This is an optimization exercise on Yosys and OpenROAD, whose aim is small area and a short achievable clock period, not a production implementation.
Only simulation tests tie the RTL to the original design; equivalence was not proved.

<file path="flow/design.v">
module ALU 
#(
        parameter WIDTH = 32
)
(
input          [2:0]    select,
input          [WIDTH-1:0]  a,
input          [WIDTH-1:0]  b,
output 							zero,
output reg		[WIDTH-1:0]  y
);          
reg z;
always @ (*)
begin
    case (select)
        3'b000:   y = a + b;
        3'b001:	y = a & b;
        3'b010:	y = a | b;
        3'b011:	y = a ^ b;
        3'b100:	y = ~a;
        3'b101:	y = a << 1;
        3'b110:	y = a >> 1;         
        3'b111:	y = 32'h0;           
        default:        y = 32'h0;
    endcase
	 	z = (y == 32'h0) ? 1:0;  
end
assign zero = z;
endmodule
module MUX4to1 #(
parameter WIDTH = 32
)(
	input [WIDTH-1:0] a,
	input [WIDTH-1:0] b,
	input [WIDTH-1:0] c,
	input [WIDTH-1:0] d,
	input [1:0] selec,
   output reg [WIDTH-1:0] SrcB
);
always @(*)
begin
case (selec) 
	0: begin
		SrcB = a;
	end
	1: begin
		SrcB = b;
	end
	2: begin
		SrcB = c;
	end
	3: begin
		SrcB = d;
	end
endcase	
end
endmodule
module register #(
parameter WHIDT = 32
)
(
		input		[WHIDT-1 : 0] d, 
		input 	clk, 
		input		reset, 
		output 	[WHIDT-1 : 0] q
);
		reg 		[WHIDT-1 : 0] q6;
   always @(posedge clk or negedge reset) begin
      if (!reset)
         q6 <= 0;
      else 
         q6 <= d;
   end
  assign q = q6;
endmodule
module registro_pc #(
parameter WHIDT = 32
)
(
		input		[WHIDT-1 : 0] d, 
		input 	clk, 
		input		reset, 
		input		enable,
		output 	[WHIDT-1 : 0] q
);
		reg 		[WHIDT-1 : 0] q6;
   always @(posedge clk or negedge reset) begin
      if (!reset)
         q6 <= 32'h400_000;
      else if(enable)
         q6 <= d;
   end
  assign q = q6;
endmodule
module sign_extend (
	input [15:0] sign_ext_i,
	output wire [31:0] sign_ext_o
);
assign sign_ext_o = {{16{sign_ext_i[15]}},sign_ext_i};
endmodule
module mux2to1 #(
  parameter DATA_WIDTH = 32
)(
   input [(DATA_WIDTH-1):0] x,
   input [(DATA_WIDTH-1):0] y,
	input Sel,
	output [(DATA_WIDTH-1):0] Data_out
);
assign Data_out = Sel ? x : y ; 
endmodule 
module single_port_ram #(
	parameter DATA_WIDTH=32,
	parameter MEMORY_DEPTH = 64
)
(
	input write_enable,		 
	input clk,
	input [DATA_WIDTH-1:0] WriteData, 
	input [DATA_WIDTH-1:0]  address,  
	output [DATA_WIDTH-1:0]  ReadData 
);
	reg [DATA_WIDTH-1:0] ram[MEMORY_DEPTH-1:0];
	localparam [DATA_WIDTH-1:0] ReadDataAux = 32'h1001_0000;
	wire [DATA_WIDTH-1:0] offset = address - ReadDataAux;
	always @ (posedge clk)
	begin
		if (write_enable)
			ram[offset[7:2]] <= WriteData;
	end
	assign ReadData = ram[offset[7:2]];
endmodule
module single_port_rom #(
	parameter DATA_WIDTH = 32,
	parameter ADDR_WIDTH = 64
)
(
	input [(DATA_WIDTH-1):0] addr,
	output [(DATA_WIDTH-1):0] q
);
	reg [DATA_WIDTH-1:0] rom [ADDR_WIDTH-1:0];
	localparam [(DATA_WIDTH-1):0] x = 32'h400_000;
	wire [(DATA_WIDTH-1):0] offset = addr - x;
	initial 
	begin 
		$readmemh("text.dat",rom);
	end
	assign q = rom[offset[7:2]];
endmodule
module memory_system
#(
	parameter MEMORY_DEPTH = 32,
	parameter DATA_WIDTH = 32
	)
	(
	input while_enable_i,
	input [(DATA_WIDTH-1):0] write_data, 
	input [(DATA_WIDTH-1):0] address_i,	 
	input clk,
	output [(DATA_WIDTH-1):0] instruction_o
	);
	wire [(DATA_WIDTH-1):0] rom_o;	 
	wire [(DATA_WIDTH-1):0] ram_o;	 
	wire addrs;
	localparam [(DATA_WIDTH-1):0] x = 32'h1000_0000;
	assign addrs = (address_i < x) ? 1 : 0;
	single_port_rom romx (	.addr(address_i),.q(rom_o));
	single_port_ram ramx(.write_enable(while_enable_i),.clk(clk),.WriteData(write_data),
	.address(address_i),.ReadData(ram_o));
	mux2to1 mux(.x(rom_o), .y(ram_o), .Sel(addrs), .Data_out(instruction_o));
endmodule
module memory_system_wrapper
#(
	parameter MEMORY_DEPTH = 32,
	parameter DATA_WIDTH = 32
	)
	(
	input while_enable_i,
	input [(DATA_WIDTH-1):0] write_data, 
	input [(DATA_WIDTH-1):0] address_i,	 
	input clk,
	output [(DATA_WIDTH-1):0] ReadData
	);
	memory_system conexion( 
	.while_enable_i(while_enable_i),
	.write_data(write_data), 
	.address_i(address_i), 
	.clk(clk),
	.instruction_o(ReadData)
	);
	endmodule
module ff #(
parameter WHIDT = 32
)
(
		input		[WHIDT-1 : 0] d, 
		input 	clk, 
		input		reset, 
		input		enable,
		output 	[WHIDT-1 : 0] q
);
		reg 		[WHIDT-1 : 0] q6;
   always @(posedge clk or negedge reset) begin
      if (!reset)
         q6 <= 0;
      else if(enable)
         q6 <= d;
   end
  assign q = q6;
endmodule
module cp5x32 
#( 
parameter WIDTH = 32, 
parameter SIZE = 5
)(
input [SIZE-1:0] entrada,  
output reg [WIDTH-1:0] salida
);
always @(*) begin 
case(entrada)
			default:	salida = 32'b00000000_00000000_00000000_00000000;
		5'b00001	:	salida = 32'b00000000_00000000_00000000_00000010;
		5'b00010	:	salida = 32'b00000000_00000000_00000000_00000100;
		5'b00011	:	salida = 32'b00000000_00000000_00000000_00001000;
		5'b00100	:	salida = 32'b00000000_00000000_00000000_00010000;
		5'b00101	:	salida = 32'b00000000_00000000_00000000_00100000;
		5'b00110	:	salida = 32'b00000000_00000000_00000000_01000000;
		5'b00111	:	salida = 32'b00000000_00000000_00000000_10000000;
		5'b01000	:	salida = 32'b00000000_00000000_00000001_00000000;
		5'b01001	:	salida = 32'b00000000_00000000_00000010_00000000;
		5'b01010	:	salida = 32'b00000000_00000000_00000100_00000000;
		5'b01011	:	salida = 32'b00000000_00000000_00001000_00000000;
		5'b01100	:	salida = 32'b00000000_00000000_00010000_00000000;
		5'b01101	:	salida = 32'b00000000_00000000_00100000_00000000;
		5'b01110	:	salida = 32'b00000000_00000000_01000000_00000000;
		5'b01111	:	salida = 32'b00000000_00000000_10000000_00000000;
		5'b10000	:	salida = 32'b00000000_00000001_00000000_00000000;
		5'b10001	:	salida = 32'b00000000_00000010_00000000_00000000;
		5'b10010	:	salida = 32'b00000000_00000100_00000000_00000000;
		5'b10011	:	salida = 32'b00000000_00001000_00000000_00000000;
		5'b10100	:	salida = 32'b00000000_00010000_00000000_00000000;
		5'b10101	:	salida = 32'b00000000_00100000_00000000_00000000;
		5'b10110	:	salida = 32'b00000000_01000000_00000000_00000000;
		5'b10111	:	salida = 32'b00000000_10000000_00000000_00000000;
		5'b11000	:	salida = 32'b00000001_00000000_00000000_00000000;
		5'b11001	:	salida = 32'b00000010_00000000_00000000_00000000;
		5'b11010	:	salida = 32'b00000100_00000000_00000000_00000000;
		5'b11011	:	salida = 32'b00001000_00000000_00000000_00000000;
		5'b11100	:	salida = 32'b00010000_00000000_00000000_00000000;
		5'b11101	:	salida = 32'b00100000_00000000_00000000_00000000;
		5'b11110	:	salida = 32'b01000000_00000000_00000000_00000000;
		5'b11111	:	salida = 32'b10000000_00000000_00000000_00000000;
	endcase
	end
endmodule
module MUX32_1
#(
	parameter WIDTH = 32,
	parameter SIZE = 5
	)
   (
	input [WIDTH-1:0] data_0, data_1, data_2, data_3, data_4, data_5,
	input [WIDTH-1:0] data_6, data_7, data_8, data_9, data_10, data_11,
	input [WIDTH-1:0] data_12, data_13, data_14, data_15, data_16, data_17,
	input [WIDTH-1:0] data_18, data_19, data_20, data_21, data_22, data_23,
	input [WIDTH-1:0] data_24, data_25, data_26, data_27, data_28, data_29,
	input [WIDTH-1:0] data_30, data_31,
   input [SIZE-1:0]selec,
   output reg [WIDTH-1:0] data_out
	);
always @(*)
begin
case (selec) 
	1: begin
		data_out = data_1;
	end
	2: begin
		data_out = data_2;
	end
	3: begin
		data_out = data_3;
	end
	4: begin
		data_out = data_4;
	end
	5: begin
		data_out = data_5;
	end
	6: begin
		data_out = data_6;
	end
	7: begin
		data_out = data_7;
	end
	8: begin
		data_out = data_8;
	end
	9: begin
		data_out = data_9;
	end
	10: begin
		data_out = data_10;
	end
	11: begin
		data_out = data_11;
	end
	12: begin
		data_out = data_12;
	end
	13: begin
		data_out = data_13;
	end
	14: begin
		data_out = data_14;
	end
	15: begin
		data_out = data_15;
	end
	16: begin
		data_out = data_16;
	end
	17: begin
		data_out = data_17;
	end
	18: begin
		data_out = data_18;
	end
	19: begin
		data_out = data_19;
	end
	20: begin
		data_out = data_20;
	end
	21: begin
		data_out = data_21;
	end
	22: begin
		data_out = data_22;
	end
	23: begin
		data_out = data_23;
	end	
	24: begin
		data_out = data_24;
	end	
	25: begin
		data_out = data_25;
	end	
	26: begin
		data_out = data_26;
	end	
	27: begin
		data_out = data_27;
	end	
	28: begin
		data_out = data_28;
	end	
	29: begin
		data_out = data_29;
	end	
	30: begin
		data_out = data_30;
	end	
	31: begin
		data_out = data_31;
	end
	default: 
	begin 
		data_out = data_0;
	end
endcase	
end
endmodule
module Registers_32
#(
	parameter WIDTH = 32
)
(
	input [WIDTH-1:0] Rd,
	input clk, reset,
	input reg_write_i,
	input [WIDTH-1:0] CP_o,
	output [WIDTH-1:0] Q, Q1, Q2, Q3, Q4, Q5, Q6, Q7, Q8, Q9, Q10, Q11, Q12, Q13, Q14, Q15,
	output [WIDTH-1:0] Q16, Q17, Q18, Q19, Q20, Q21, Q22, Q23, Q24, Q25, Q26, Q27, Q28, Q29, Q30, Q31
	);
	wire [WIDTH-1 : 0] Enable_dec;
generate
	genvar i;
		for (i = 0; i < WIDTH; i = i+1)
		begin: Reg
			and dec (Enable_dec[i], reg_write_i, CP_o[i]);
	end
endgenerate 
	ff Reg0 (.d(Rd), .clk(clk), .reset(reset), .enable(Enable_dec[0]), .q(Q));
	ff Reg1 (.d(Rd), .clk(clk), .reset(reset), .enable(Enable_dec[1]), .q(Q1));
	ff Reg2 (.d(Rd), .clk(clk), .reset(reset), .enable(Enable_dec[2]), .q(Q2));
	ff Reg3 (.d(Rd), .clk(clk), .reset(reset), .enable(Enable_dec[3]), .q(Q3));
	ff Reg4 (.d(Rd), .clk(clk), .reset(reset), .enable(Enable_dec[4]), .q(Q4));
	ff Reg5 (.d(Rd), .clk(clk), .reset(reset), .enable(Enable_dec[5]), .q(Q5));
	ff Reg6 (.d(Rd), .clk(clk), .reset(reset), .enable(Enable_dec[6]), .q(Q6));
	ff Reg7 (.d(Rd), .clk(clk), .reset(reset), .enable(Enable_dec[7]), .q(Q7));
	ff Reg8 (.d(Rd), .clk(clk), .reset(reset), .enable(Enable_dec[8]), .q(Q8));
	ff Reg9 (.d(Rd), .clk(clk), .reset(reset), .enable(Enable_dec[9]), .q(Q9));
	ff Reg10 (.d(Rd), .clk(clk), .reset(reset), .enable(Enable_dec[10]), .q(Q10));
	ff Reg11 (.d(Rd), .clk(clk), .reset(reset), .enable(Enable_dec[11]), .q(Q11));
	ff Reg12 (.d(Rd), .clk(clk), .reset(reset), .enable(Enable_dec[12]), .q(Q12));
	ff Reg13 (.d(Rd), .clk(clk), .reset(reset), .enable(Enable_dec[13]), .q(Q13));
	ff Reg14 (.d(Rd), .clk(clk), .reset(reset), .enable(Enable_dec[14]), .q(Q14));
	ff Reg15 (.d(Rd), .clk(clk), .reset(reset), .enable(Enable_dec[15]), .q(Q15));
	ff Reg16 (.d(Rd), .clk(clk), .reset(reset), .enable(Enable_dec[16]), .q(Q16));
	ff Reg17 (.d(Rd), .clk(clk), .reset(reset), .enable(Enable_dec[17]), .q(Q17));
	ff Reg18 (.d(Rd), .clk(clk), .reset(reset), .enable(Enable_dec[18]), .q(Q18));
	ff Reg19 (.d(Rd), .clk(clk), .reset(reset), .enable(Enable_dec[19]), .q(Q19));
	ff Reg20 (.d(Rd), .clk(clk), .reset(reset), .enable(Enable_dec[20]), .q(Q20));
	ff Reg21 (.d(Rd), .clk(clk), .reset(reset), .enable(Enable_dec[21]), .q(Q21));
	ff Reg22 (.d(Rd), .clk(clk), .reset(reset), .enable(Enable_dec[22]), .q(Q22));
	ff Reg23 (.d(Rd), .clk(clk), .reset(reset), .enable(Enable_dec[23]), .q(Q23));
	ff Reg24 (.d(Rd), .clk(clk), .reset(reset), .enable(Enable_dec[24]), .q(Q24));
	ff Reg25 (.d(Rd), .clk(clk), .reset(reset), .enable(Enable_dec[25]), .q(Q25));
	ff Reg26 (.d(Rd), .clk(clk), .reset(reset), .enable(Enable_dec[26]), .q(Q26));
	ff Reg27 (.d(Rd), .clk(clk), .reset(reset), .enable(Enable_dec[27]), .q(Q27));
	ff Reg28 (.d(Rd), .clk(clk), .reset(reset), .enable(Enable_dec[28]), .q(Q28));
	ff Reg29 (.d(Rd), .clk(clk), .reset(reset), .enable(Enable_dec[29]), .q(Q29));
	ff Reg30 (.d(Rd), .clk(clk), .reset(reset), .enable(Enable_dec[30]), .q(Q30));
	ff Reg31 (.d(Rd), .clk(clk), .reset(reset), .enable(Enable_dec[31]), .q(Q31));
endmodule 
module reg_file #(
parameter WIDTH = 32,
parameter SIZE = 5
)(
input clk,
input reset,
input	reg_write_i, 		 
input [SIZE-1:0] read_register_1_i,  
input [SIZE-1:0] read_register_2_i,  
input [SIZE-1:0] write_register_i,   
input [WIDTH-1:0] write_data_i,		 
output [WIDTH-1:0] read_data_1_o, 
output [WIDTH-1:0] read_data_2_o  
);
wire [WIDTH-1:0] Q [0:32];
wire [WIDTH-1:0] cp_o;
cp5x32 rd (.entrada(write_register_i), .salida(cp_o));
Registers_32 R32(
.Rd(write_data_i),
.clk(clk), 
.reset(reset),
.reg_write_i(reg_write_i),
.CP_o(cp_o),
.Q(Q[0]), .Q1(Q[1]), .Q2(Q[2]), .Q3(Q[3]), .Q4(Q[4]), .Q5(Q[5]), .Q6(Q[6]), .Q7(Q[7]), .Q8(Q[8]),
.Q9(Q[9]), .Q10(Q[10]), .Q11(Q[11]), .Q12(Q[12]), .Q13(Q[13]), .Q14(Q[14]), .Q15(Q[15]),
.Q16(Q[16]), .Q17(Q[17]), .Q18(Q[18]), .Q19(Q[19]), .Q20(Q[20]), .Q21(Q[21]), .Q22(Q[22]), .Q23(Q[23]),
.Q24(Q[24]), .Q25(Q[25]), .Q26(Q[26]), .Q27(Q[27]), .Q28(Q[28]), .Q29(Q[29]), .Q30(Q[30]), .Q31(Q[31])
	);
MUX32_1 MUX1 (
	.data_0(Q[0]), .data_1(Q[1]), .data_2(Q[2]), .data_3(Q[3]), .data_4(Q[4]), .data_5(Q[5]),
	.data_6(Q[6]), .data_7(Q[7]), .data_8(Q[8]), .data_9(Q[9]), .data_10(Q[10]), .data_11(Q[11]),
	.data_12(Q[12]), .data_13(Q[13]), .data_14(Q[14]), .data_15(Q[15]), .data_16(Q[16]), .data_17(Q[17]),
	.data_18(Q[18]), .data_19(Q[19]), .data_20(Q[20]), .data_21(Q[21]), .data_22(Q[22]), .data_23(Q[23]),
	.data_24(Q[24]), .data_25(Q[25]), .data_26(Q[26]), .data_27(Q[27]), .data_28(Q[28]), .data_29(Q[29]),
	.data_30(Q[30]), .data_31(Q[31]), .selec(read_register_1_i), .data_out(read_data_1_o)
	);
MUX32_1 MUX2 (
	.data_0(Q[0]), .data_1(Q[1]), .data_2(Q[2]), .data_3(Q[3]), .data_4(Q[4]), .data_5(Q[5]),
	.data_6(Q[6]), .data_7(Q[7]), .data_8(Q[8]), .data_9(Q[9]), .data_10(Q[10]), .data_11(Q[11]),
	.data_12(Q[12]), .data_13(Q[13]), .data_14(Q[14]), .data_15(Q[15]), .data_16(Q[16]), .data_17(Q[17]),
	.data_18(Q[18]), .data_19(Q[19]), .data_20(Q[20]), .data_21(Q[21]), .data_22(Q[22]), .data_23(Q[23]),
	.data_24(Q[24]), .data_25(Q[25]), .data_26(Q[26]), .data_27(Q[27]), .data_28(Q[28]), .data_29(Q[29]),
	.data_30(Q[30]), .data_31(Q[31]), .selec(read_register_2_i), .data_out(read_data_2_o)
	);
endmodule
module wrapper_register_file #(
	parameter WIDTH = 32,
	parameter SIZE = 5
)(
	input clk,
	input reset,
	input	reg_write_WE3_i, 						 
	input [SIZE-1:0] read_register_A1_i,  
	input [SIZE-1:0] read_register_A2_i,  
	input [SIZE-1:0] write_register_A3_i,   
	input [WIDTH-1:0] write_data_WD3_i,		 
	output [WIDTH-1:0] read_data_RD1_o, 
	output [WIDTH-1:0] read_data_RD2_o  
);
reg_file registerfile (
	.clk(clk), 
	.reset(reset), 
	.reg_write_i(reg_write_WE3_i),
	.read_register_1_i(read_register_A1_i), 
	.read_register_2_i(read_register_A2_i),
	.write_register_i(write_register_A3_i), 
	.write_data_i(write_data_WD3_i),	
	.read_data_1_o(read_data_RD1_o),
	.read_data_2_o(read_data_RD2_o) 
);
endmodule 
module data_path #(
	parameter WIDTH = 32
)(
	input clk, 
	input reset,
	input ALUSrcA,		
	input	[2:0]ALUControl,
	input [1:0]ALUSrcB,
	input PC_enable,  
	input IorD,			
	input MemWrite,	
	input IRWrite,		
	input RegDst,		
	input MemtoReg,	
	input RegWrite,	
	input PCSrc,		
	output zero,
	output [5:0] op,   
	output [5:0]Funct,	 
	output [7:0]GPIO,
	output [WIDTH-1:0] ffwd_disp,
	output [WIDTH-1:0] ffrd_disp,
	output [WIDTH-1:0] RD1_disp,
	output [WIDTH-1:0] RD2_disp,
	output [WIDTH-1:0] SrcB_disp
);
	wire [WIDTH-1:0] in_PC;
	wire [WIDTH-1:0] ffpc_o;
	wire [WIDTH-1:0] ffrd_o;
	wire [WIDTH-1:0] ffwd_o;
	wire [WIDTH-1:0] MUX2X1_1_o;
	wire [WIDTH-1:0] WD3_i;
	wire [WIDTH-1:0] ReadData_o;
	wire [4:0] A3_o;					 
	wire zero_1;
	wire [WIDTH-1:0] ALUResult;
	wire [WIDTH-1:0] ALU_o;
	wire [WIDTH-1:0] RD1_i;
	wire [WIDTH-1:0] RD2_i;
	wire [WIDTH-1:0] RD1_o;
	wire [WIDTH-1:0] RD2_o;
	wire  [4:0] rs_A1;
	wire  [4:0] rt_A2;
	wire  [4:0] rd_A3;
	wire	[WIDTH-1:0] SrcA;
	wire	[WIDTH-1:0] SrcB;
	wire [15:0] sign_extend_i;
	wire	[WIDTH-1:0] sign_extend_o;
	assign rs_A1 = ffrd_o [25:21];
	assign rt_A2 = ffrd_o [20:16];
	assign rd_A3 = ffrd_o [15:11];
	assign op [5:0] = ffrd_o [31:26];
	assign Funct [5:0] = ffrd_o [5:0];
	assign sign_extend_i = ffrd_o [15:0];
	assign zero = zero_1;
	assign GPIO [7:0] = ALUResult [7:0];
	assign ffrd_disp [WIDTH-1:0] = ffrd_o [WIDTH-1:0];
	assign ffwd_disp [WIDTH-1:0] = ffwd_o [WIDTH-1:0];
	assign RD1_disp [WIDTH-1:0] = RD1_o [WIDTH-1:0];
	assign RD2_disp [WIDTH-1:0] = RD2_o [WIDTH-1:0];
	assign SrcB_disp [WIDTH-1:0] = SrcB [WIDTH-1:0];
	registro_pc PC (
	.d(in_PC), 					 
	.clk(clk),
	.reset(reset),
	.enable(PC_enable),
	.q(ffpc_o)					 
	);
	mux2to1 first( 
	.x(ffpc_o), 
	.y(ALU_o), 
	.Sel(IorD),
	.Data_out(MUX2X1_1_o)
	);
	memory_system_wrapper data_memory(
	.while_enable_i(MemWrite),		 
	.write_data(RD2_o), 				 
	.address_i(MUX2X1_1_o),			 
	.clk(clk),							 
	.ReadData(ReadData_o)			 
	);
	ff RD (								 
	.d(ReadData_o), 					 
	.clk(clk),
	.reset(reset),
	.enable(IRWrite),
	.q(ffrd_o)							 
	);
	register RD_WD3 (					 
	.d(ReadData_o), 					 
	.clk(clk),
	.reset(reset),
	.q(ffwd_o)							 
	);
	mux2to1 RD_WD3_1( 
	.x(ALU_o), 
	.y(ffwd_o), 
	.Sel(MemtoReg),
	.Data_out(WD3_i)
	);
	mux2to1
	#(.DATA_WIDTH(5)) A3( 
	.x(rt_A2), 
	.y(rd_A3), 
	.Sel(RegDst),
	.Data_out(A3_o)
	);
	wrapper_register_file reg_file(
	.clk(clk),
	.reset(reset),
	.reg_write_WE3_i(RegWrite), 		 
	.read_register_A1_i(rs_A1), 	 
	.read_register_A2_i(rt_A2), 	 
	.write_register_A3_i(A3_o),	 
	.write_data_WD3_i(WD3_i),		 
   .read_data_RD1_o(RD1_i),		 
	.read_data_RD2_o(RD2_i) 		 
);
	register RD1_A (
	.d(RD1_i), 					 
	.clk(clk),
	.reset(reset),
	.q(RD1_o)					 
	);
	mux2to1 RD1_A_1( 
	.x(ffpc_o), 
	.y(RD1_o), 
	.Sel(ALUSrcA),
	.Data_out(SrcA)					 
	);
	register RD2_B (
	.d(RD2_i), 					 
	.clk(clk),
	.reset(reset),
	.q(RD2_o)					 
	);
	sign_extend Signlmm(
	.sign_ext_i(sign_extend_i),
	.sign_ext_o(sign_extend_o)
	);
	MUX4to1 Src(
	.a(RD2_o),   
	.b(32'h4),						
	.c(sign_extend_o),
	.d(sign_extend_o << 2),
	.selec(ALUSrcB),
   .SrcB(SrcB)					 
	);
	 ALU ALUC(
	.select(ALUControl),
	.a(SrcA),
	.b(SrcB),
	.zero(zero_1),
	.y(ALUResult)
	);
	register ALUR (
	.d(ALUResult), 			 
	.clk(clk),
	.reset(reset),
	.q(ALU_o)					 
	);
	mux2to1 ALU_result( 
	.x(ALUResult), 
	.y(ALU_o), 
	.Sel(PCSrc),
	.Data_out(in_PC)					 
	);
endmodule
</file>
<file path="flow/text.dat">
20090003
200a0007
200b0001
01294820
01495020
01495820
ad73d1f7
360fb556
adb3263b
35bd6cdb
ac76ee88
2114a962
8d94d42a
8dba68b3
21c1a371
13477611
03b74025
ad30acad
8faaa9e3
00865824
adf629b2
024fe826
137a2446
8e718003
10df6410
ad6eb58f
34583cb2
00686800
01ff5020
00c13000
36808fda
21636b9b
11ac5f50
ae91e0d4
35b9d63b
110d9f90
ad8be920
3407017f
03426800
ac7b0574
12b07340
10db4436
00359826
02fdd800
8d423d0d
8f6b1bd7
37617639
22883752
acd1519a
00076000
135c7e9e
1251e65b
34f99036
8dcf742c
afb36344
ac706b43
8f4891da
3505ed56
1232c761
364bbac5
230433e5
ae8c822e
220c55e4
03d12020
</file>
<file path="flow/run.sh">
#!/bin/bash
# synth_recipe.tcl (not shown) runs the flow's synth.tcl, then flattens the netlist and writes it again
# the make line also repeats each setting of config.mk as NAME=value (left out here)
make -C /OpenROAD-flow-scripts/flow DESIGN_CONFIG=/design/flow/config.mk WORK_HOME=/design/flow/orfs CLKGATE_MAP_FILE= SYNTH_SCRIPT=/design/flow/synth_recipe.tcl finish
</file>
<file path="flow/config.mk">
export PLATFORM = sky130hd
export DESIGN_NAME = data_path
export DESIGN_NICKNAME = data_path
export VERILOG_FILES = /design/flow/design.v
export SDC_FILE = /design/flow/constraint.sdc
export NUM_CORES = 4
export LEC_CHECK = 0
export CAP_MARGIN = 20
export CORE_MARGIN = 2
export CORE_UTILIZATION = 25
export PLACE_DENSITY = 0.45
export SLEW_MARGIN = 20
</file>
<file path="flow/constraint.sdc">
create_clock -name core_clock -period 11.5 [get_ports {clk}]
set_input_delay 2.3000 -clock core_clock [delete_from_list [all_inputs] [get_ports {clk}]]
set_output_delay 2.3000 -clock core_clock [all_outputs]
set_load 0.01 [all_outputs]
</file>
==> results.txt <==
[cells by family after synthesis]
family,after synthesis
xor+xnor,16
buf+inv,1182
flops,3232
compound gates,2958
mux,169
fa+ha+maj,84
simple gates,5113
[final cells by class]
| cell class | instances | area [um^2] | share of cell area (%) |
|---|---|---|---|
| Timing Repair Buffer | 622 | 5600 | 3.40 |
| Clock buffer | 499 | 9930 | 6.03 |
| Clock inverter | 150 | 1440 | 0.876 |
| Sequential cell | 3232 | 91200 | 55.4 |
| Tap cell | 7479 | 9360 | 5.68 |
| Antenna cell | 33 | 82.6 | 0.0501 |
| Inverter | 95 | 379 | 0.230 |
| Multi-Input combinational cell | 8340 | 46700 | 28.4 |
[cells in the mapped netlist, types with 33 or more instances]
library cell / instances / area, um^2
a21o_1: 33 / 248
a22oi_1: 609 / 4570
o21ai_0: 317 / 1590
mux2i_1: 104 / 1040
buf_2: 137 / 686
nand3_1: 1189 / 5950
nand4_1: 115 / 719
a311oi_1: 275 / 2410
clkbuf_1: 750 / 2820
nor2_1: 1080 / 4050
mux2_2: 63 / 709
edfxtp_1: 2048 / 61500
dfrtp_1: 1183 / 29600
and3_1: 144 / 901
ha_1: 83 / 1040
a222oi_1: 67 / 671
a22o_1: 175 / 1530
buf_1: 176 / 661
inv_1: 93 / 349
or4_1: 44 / 330
a221oi_1: 173 / 1520
a21oi_1: 955 / 4780
nand2_1: 2396 / 8990
a311o_1: 72 / 721
nor3_1: 35 / 175
a31oi_1: 55 / 344
[layer usage]
| layer | vias to the layer above | global-route usage [%] | wire [um] |
|---|---|---|---|
| li1 | 47000 | - | - |
| met1 | 57800 | 31.1 | 281000 |
| met2 | 6557 | 34.0 | 292000 |
| met3 | 1652 | 5.45 | 65900 |
| met4 | 14 | 11.6 | 39300 |
| met5 | - | 0 | 98 |
[worst paths after layout]
kind / start / end / slack (ns)
max in group asynchronous: reset / RD2_B.q6[3] / 7.86
min reg2reg: PC.q6[22] / PC.q6[22] / 0.48
min in group asynchronous: reset / reg_file.registerfile.R32.Reg5.q6[18] / 1.33
max: ALUSrcB[0] / zero / 0.81
min: PC.q6[22] / PC.q6[22] / 0.48
max reg2reg: PC.q6[3] / RD.q6[10] / 6.06
[per-stage QoR]
step                      utilization (%)  hold WS, ns  area (um^2)
after CTS                            29.3        0.486       165000
final                                29.4        0.482       165000
after floorplan                         -        0.444       141000
after global routing                 29.3        0.503       165000
after global placement               27.3        0.473       153000
after detailed placement             27.3        0.479       153000
[layout by cell type (no fill, tap or decap), types with 21 or more instances in the layout]
cell type / instances
o211ai_1: 22
and3_1: 144
inv_1: 91
mux2_2: 61
dfrtp_4: 24
a21o_1: 33
or4_1: 44
edfxtp_1: 2048
or3_1: 31
clkbuf_8: 36
nor2_1: 929
mux2i_1: 69
buf_4: 390
clkbuf_16: 362
nand2_1: 2392
ha_1: 83
nand4_1: 115
a222oi_1: 67
diode_2: 33
a211oi_1: 24
clkbuf_1: 101
nand3_1: 1187
a221oi_1: 173
a21oi_1: 954
buf_12: 32
dfrtp_1: 1151
a31oi_1: 52
o21ai_0: 316
a311o_1: 72
nand2b_1: 21
nor2_4: 149
a22oi_1: 609
a22o_1: 175
o22ai_1: 27
nor3_1: 31
a311oi_1: 275
clkinv_1: 54
clkdlybuf4s50_1: 187
clkinv_2: 43
[report_power, final]
group	internal, mW	total, mW	switching, mW
clock network	6.45	11.5	5.05
registers	15.3	18.1	2.79
logic	4.33	15.8	11.5
total	26.1	45.5	19.4
[critical path, stage by stage]
cell and delay [ns]:
clkdlybuf4s50_1 0.63, buf_4 0.30, mux2_2 0.36, a22o_1 0.23, ha_1 0.43, o211ai_1 0.16, nor3_1 0.64, nor2_1 0.13
o21ai_0 0.32, mux2i_1 0.16, a2111oi_0 0.72, buf_4 0.23, nand4_1 0.10, nor4_1 0.50, nand4_1 0.24, nor4_2 0.26
clkdlybuf4s50_1 0.67
==> results_dict.tcl <==
set metrics [dict create \
    p_leak_nw 60.2 \
    track_usage_pct 22.9 \
    tritoncts "yes" \
    pre_cts_slack_ns 0.983 \
    cp.arrival_ns 8.39 \
    clock_sinks 3232 \
    p_total_mw 45.5 \
    cts_setup_buffers 0 \
    holdBufCountCts 0 \
    crit_fanout 15 \
    nFillCells 57800 \
    core_area_mm2 0.561 \
    die_h_um 755 \
    largest_reg_flops 2048 \
    clk_latency_ns 1.04 \
    synth_edf_count 2048 \
    hold_path.class "register to register" \
    cp_data_required_time_ns 9.20 \
    async_flop_share_pct 36.6 \
    maxClockFrequency_mhz 93.5 \
    clockBufferDepth 4 \
    path_clk_slew_ns 0.06 \
    cts_buffers 358 \
    rows 275 \
    syn-instance-count 12800 \
    vias 113000 \
    instances_no_fill 20500 \
    synth.cell_area_mm2 0.141 \
    dpl.hpwl_um 395000 \
    gp_congestion 0.910 \
    layout.nets 12700 \
    synth_mux_area_share_pct 1.27 \
    cp-end-kind "output port" \
    dieArea_mm2 0.570 \
    synth_compound_area_share_pct 14.3 \
    ant_nets 0 \
    avgRoutedWirePerCell_um 33.2 \
    tns_ns 0 \
    antenna_found_initial 69 \
    finalCritPeriodShare_pct 93.0 \
    synth_seq_area_share_pct 64.7 \
    grt_setup_unrepaired "no" \
    max_cap_viol_count 0 \
    period_minus_slack_ns 10.69 \
    vias_per_cell 5.53 \
    root_buffer "clkbuf_16" \
    grt_pass1_vias 105000 \
    r2r_cells 12 \
    synth_top_family_by_area "simple AND/OR/NAND/NOR gates" \
    maxSlewViolCount 0 \
    grt_start_max_net_pins 146 \
    drive_gt1_share_pct 9.73 \
    hold_violations 0 \
    hold_depth 2 \
    max_slew_margin_pct 9.58 \
    post_cts_resized 0 \
    fin_skew_ns 0.0951 \
    status "timing/DRC/antenna clean" \
    vdd_ir_drop_max_v 0.000147 \
    h-tree-depth 5 \
    io_pins 197 \
    area_growth_pct 16.9 \
    synth-main-ff-cell "edfxtp_1" \
    ys_seq_elements 3232 \
    drc_errors 0 \
    synth.avg_cell_area_um2 11.1 \
    synth-simple-area-share_pct 15.5 \
    synthAdderAreaFrac_pct 0.751 \
    yosysUniqueCellTypes 87 \
    die_w_um 755 \
    startpoint_type "primary input" \
    synth_nets 12900 \
    criticalPathCategory "primary input to output port" \
    setup_viol 0 \
    gr-total-overflow 0 \
    placed_cells 19800 \
    first_pass_iters 10 \
    grt_pass1_wl_um 920000 \
    port_buffers 196 \
    ys_warn_count 10 \
    worst_slack_ns 0.807 \
    initial_utilization_pct 25.1 \
    worst_pin_slew_ns 1.35 \
    synthXorXnorAreaFrac_pct 0.0994 \
    p_per_area_mw_per_mm2 276 \
    wirelength_um 679000 \
    dr.first_iter.drc_count 16800 \
]

==> afterwards: timing with drivers on the ports <==
In the flow no input, the clock included, has a driving cell. The finished layout below was timed again as built, in two steps. Step 1 (the two cells are an assumption about what drives the block):
set clk [get_ports {clk}]
set_driving_cell -lib_cell sky130_fd_sc_hd__clkbuf_16 $clk
set_driving_cell -lib_cell sky130_fd_sc_hd__buf_2 [delete_from_list [all_inputs] $clk]
Step 2 adds t to the input delays and takes it off the output delays; t is the mean of the earliest and latest rising clock arrival at the registers after step 1. Input paths then give back, and output paths get back, about the clock's delay inside the block. a / b / c = ideal ports / drivers / drivers and shift; a / b = the first two.
t (ns): 1.111
setup slack, ns: 0.807 / 0.703 / 0.703
worst hold slack (ns): 0.482 / 0.482 / 0.482
worst setup path after step 2: input to output
slew at the worst register clock pin (ns): 0.07 / 0.07
After both steps this run still meets setup and hold. For this run, drivers alone change the setup slack by -0.104 ns; drivers and shift together by -0.104 ns.
